What follows belongs to an exercise in optimizing a design on an open flow for small area and a short achievable clock period; a production flow would make more cautious choices.
RTL that was checked went through simulation tests only; none was proved equivalent to the original.
No activity file was given, so power comes from the tool's default toggle rates.

## NEURON
module NEURON(Clock, SignA, SignB, SignC, SignD, ExponentA, ExponentB, ExponentC, ExponentD, MantissaA, MantissaB, MantissaC, MantissaD, SignOut, ExponentOut, MantissaOut, SignOut1, ExponentOut1, MantissaOut1, SignOut2, ExponentOut2, MantissaOut2);
Size: about 660 cells after synthesis, roughly 91 flip-flops, about 85 I/O pins.
clock: 11.0 ns
lec_check: 0
cap_margin: 20
core_margin: 2
core_utilization: 55
cts_buf_list: sky130_fd_sc_hd__clkbuf_8
slew_margin: 20
tns_end_percent: 5
standard.sh (not shown) runs the stock make flow with config.mk's settings and CLKGATE_MAP_FILE= SYNTH_SCRIPT=/design/flow/synth_recipe.tcl, a recipe that flattens the netlist after the stock synthesis.
==> flow/flow/run.sh <==
#!/bin/bash
# The standard layout, with plain buf_1 cells as port buffers and timing
# repair aiming below the clock period (paths with less than SETUP_SLACK_MARGIN
# ns of slack are repaired).
set -euo pipefail
export BUFFER_PORTS_ARGS="-buffer_cell sky130_fd_sc_hd__buf_1"
export SETUP_SLACK_MARGIN=7.3
bash standard.sh > standard_flow.log 2>&1
Rerun with:
--- a/flow/design.v
+++ b/flow/design.v
@@ -162,23 +162,23 @@
 assign cc[6]  = g50 | p50 & ci;
 assign cc[7]  = g60 | p60 & ci;
 assign cc[8]  = g70 | p70 & ci;
 assign cc[9]  = g80 | p80 & ci;
 assign cc[10] = g90 | p90 & ci;
 assign cc[11] = ga0 | pa0 & ci;
 wire flip = inv & ~gb0;
 wire [5:0] su = p[11:6] ^ cc[11:6];
 wire [5:0] m = su ^ {6{flip}};
 wire c = gb0;
-wire [5:0] kl = ma[5:0] | mb[5:0];
+wire [11:0] kl = ma | mb;
 wire zsub = p50 & p[6] & p[7] & pb8;    
-wire z = inv ? zsub : (~p[0] & (p[5:1] == kl[4:0]) & ~|su);
+wire z = inv ? zsub : (~p[0] & (p[11:1] == kl[10:0]));
 wire ta = r_swp ? r_t2 : r_t1;   
 wire tb = r_swp ? r_t1 : r_t2;   
 wire s = same ? r_t1 : ((c | (r_swp & zsub)) ? ta : tb);
 wire [5:0] E = e1_gt ? r_e1 : r_e2;
 wire ge33 = E[5] & |E[4:0];
 wire ge32 = E[5];
 wire ge31 = E[5] | &E[4:0];
 wire ge30 = E[5] | &E[4:1];
 wire ge29 = E[5] | (&E[4:2] & (E[1] | E[0]));
 wire ge28 = E[5] | &E[4:2];
The changed run finished with timing, DRC and antenna clean. Final cell count is higher by 8.3%. Power is higher by 4.3%. Clock-buffer cell count is higher by 1. Critical path depth is lower by 9. Worst setup slack improves by 140 ps. Wire length is higher by 16%. Register-to-register slack improves by 220 ps. Area after synthesis is higher by 7.0%. Design area is higher by 3.7%.
For the second run of this note, only the layout was checked, not whether the RTL still works.


NEURON, a different RTL version from the one above (not shown whole).
Size: about 620 cells after synthesis, ~91 flip-flops, ~85 I/O pins, roughly 6300 sq um of cells after synthesis.
==> flow/config.mk <==
export PLATFORM = sky130hd
export DESIGN_NAME = NEURON
export DESIGN_NICKNAME = NEURON
export VERILOG_FILES = /design/flow/design.v
export SDC_FILE = /design/flow/constraint.sdc
export NUM_CORES = 4
export LEC_CHECK = 0
export CAP_MARGIN = 20
export CORE_MARGIN = 2
export CORE_UTILIZATION = 60
export CTS_BUF_LIST = sky130_fd_sc_hd__clkbuf_8
export SLEW_MARGIN = 20
export SYNTH_HIERARCHICAL = 1
export TNS_END_PERCENT = 5
==> flow/constraint.sdc <==
create_clock -name core_clock -period 11.0 [get_ports {Clock}]
set_input_delay 2.2000 -clock core_clock [delete_from_list [all_inputs] [get_ports {Clock}]]
set_output_delay 2.2000 -clock core_clock [all_outputs]
set_load 0.01 [all_outputs]
Scripts as last shown in full above: flow/flow/run.sh
The first run completed without violations.
Next try:
--- a/flow/design.v
+++ b/flow/design.v
@@ -203,31 +203,32 @@
 wire ge31 = E[5] | &E[4:0];
 wire ge30 = E[5] | &E[4:1];
 wire ge29 = E[5] | (&E[4:2] & (E[1] | E[0]));
 wire ge28 = E[5] | &E[4:2];
 wire e0 = ~|E;
 reg q_s, q_sn, q_zero, q_ge33, q_ge32, q_eq31, q_eq30, q_eq29, q_eq28;
 reg [5:0] q_m;
+reg q_m432, q_m54;      
 reg [4:0] q_e;
 always @(posedge Clock) begin
   q_s <= s;
   q_sn <= ~s;
   q_m <= m;
+  q_m432 <= &m[4:2];
+  q_m54 <= &m[5:4];
   q_e <= E[4:0];
   q_zero <= ~s & e0 & z;
   q_ge33 <= ge33;
   q_ge32 <= ge32;
   q_eq31 <= ge31 & ~ge32;
   q_eq30 <= ge30 & ~ge31;
   q_eq29 <= ge29 & ~ge30;
   q_eq28 <= ge28 & ~ge29;
 end
 wire q_m5 = q_m[5];
-wire q_m432 = &q_m[4:2];
-wire q_m54 = &q_m[5:4];
 wire zero = q_zero;
 wire eq32 = q_ge32 & ~q_ge33;
 reg [4:0] te; reg [5:0] tm;
 always @* begin
   if (zero) begin te = 5'b00000; tm = 6'b000000; end
   else if (q_ge32) begin te = 5'b01111; tm = 6'b000000; end
   else if (q_eq31 & q_m5) begin te = 5'b01110; tm = 6'b111000; end
Effect: Total power climbs by 7.5%. Routed wire length rises by 8.4%. Core utilization is lower by 0.34 points. Final area rises by 4.5%. First-iteration DRC count goes up by about 70%. Cell count came out higher by 6.9%. Via count rises by about 7%. Worst setup slack gains 0.11 ns. Global-route usage went up by 0.93 points.
No functional check of the RTL was part of the second run of this note.

[what the ideal ports hide]
How much do the figures lean on ideal ports? The routed layouts below were timed once more, with nothing changed but the port constraints.
Step 1 assumes that a clkbuf_16 drives the clock port and a buf_2 every other input.
Step 2 also shifts input and output timing later by t, the mid clock arrival at the registers, as if the neighbouring blocks saw the same clock.
Three values: ideal ports, drivers, drivers and shift; two values: the first two.
| run | shift t [ns] | setup WS [ns] | worst hold slack (ns) | pins driven straight from the clock port |
|---|---|---|---|---|
| the first run of note 1 | 0.412 | 7.132 / 7.132 / 7.017 | 0.444 / 0.444 / 0.444 | 1 |
| the second run of note 1 | 0.406 | 7.267 / 7.234 / 7.008 | 0.430 / 0.430 / 0.430 | 1 |
| the first run of note 2 | 0.412 | 7.179 / 7.146 / 6.932 | 0.444 / 0.444 / 0.444 | 1 |
| the second run of note 2 | 0.412 | 7.287 / 7.251 / 6.904 | 0.445 / 0.445 / 0.445 | 1 |
After both steps setup and hold are still met in every run listed. The setup slack of the second run of note 2, which loses most, moves by -0.036 ns with the drivers and by -0.383 ns with both steps.
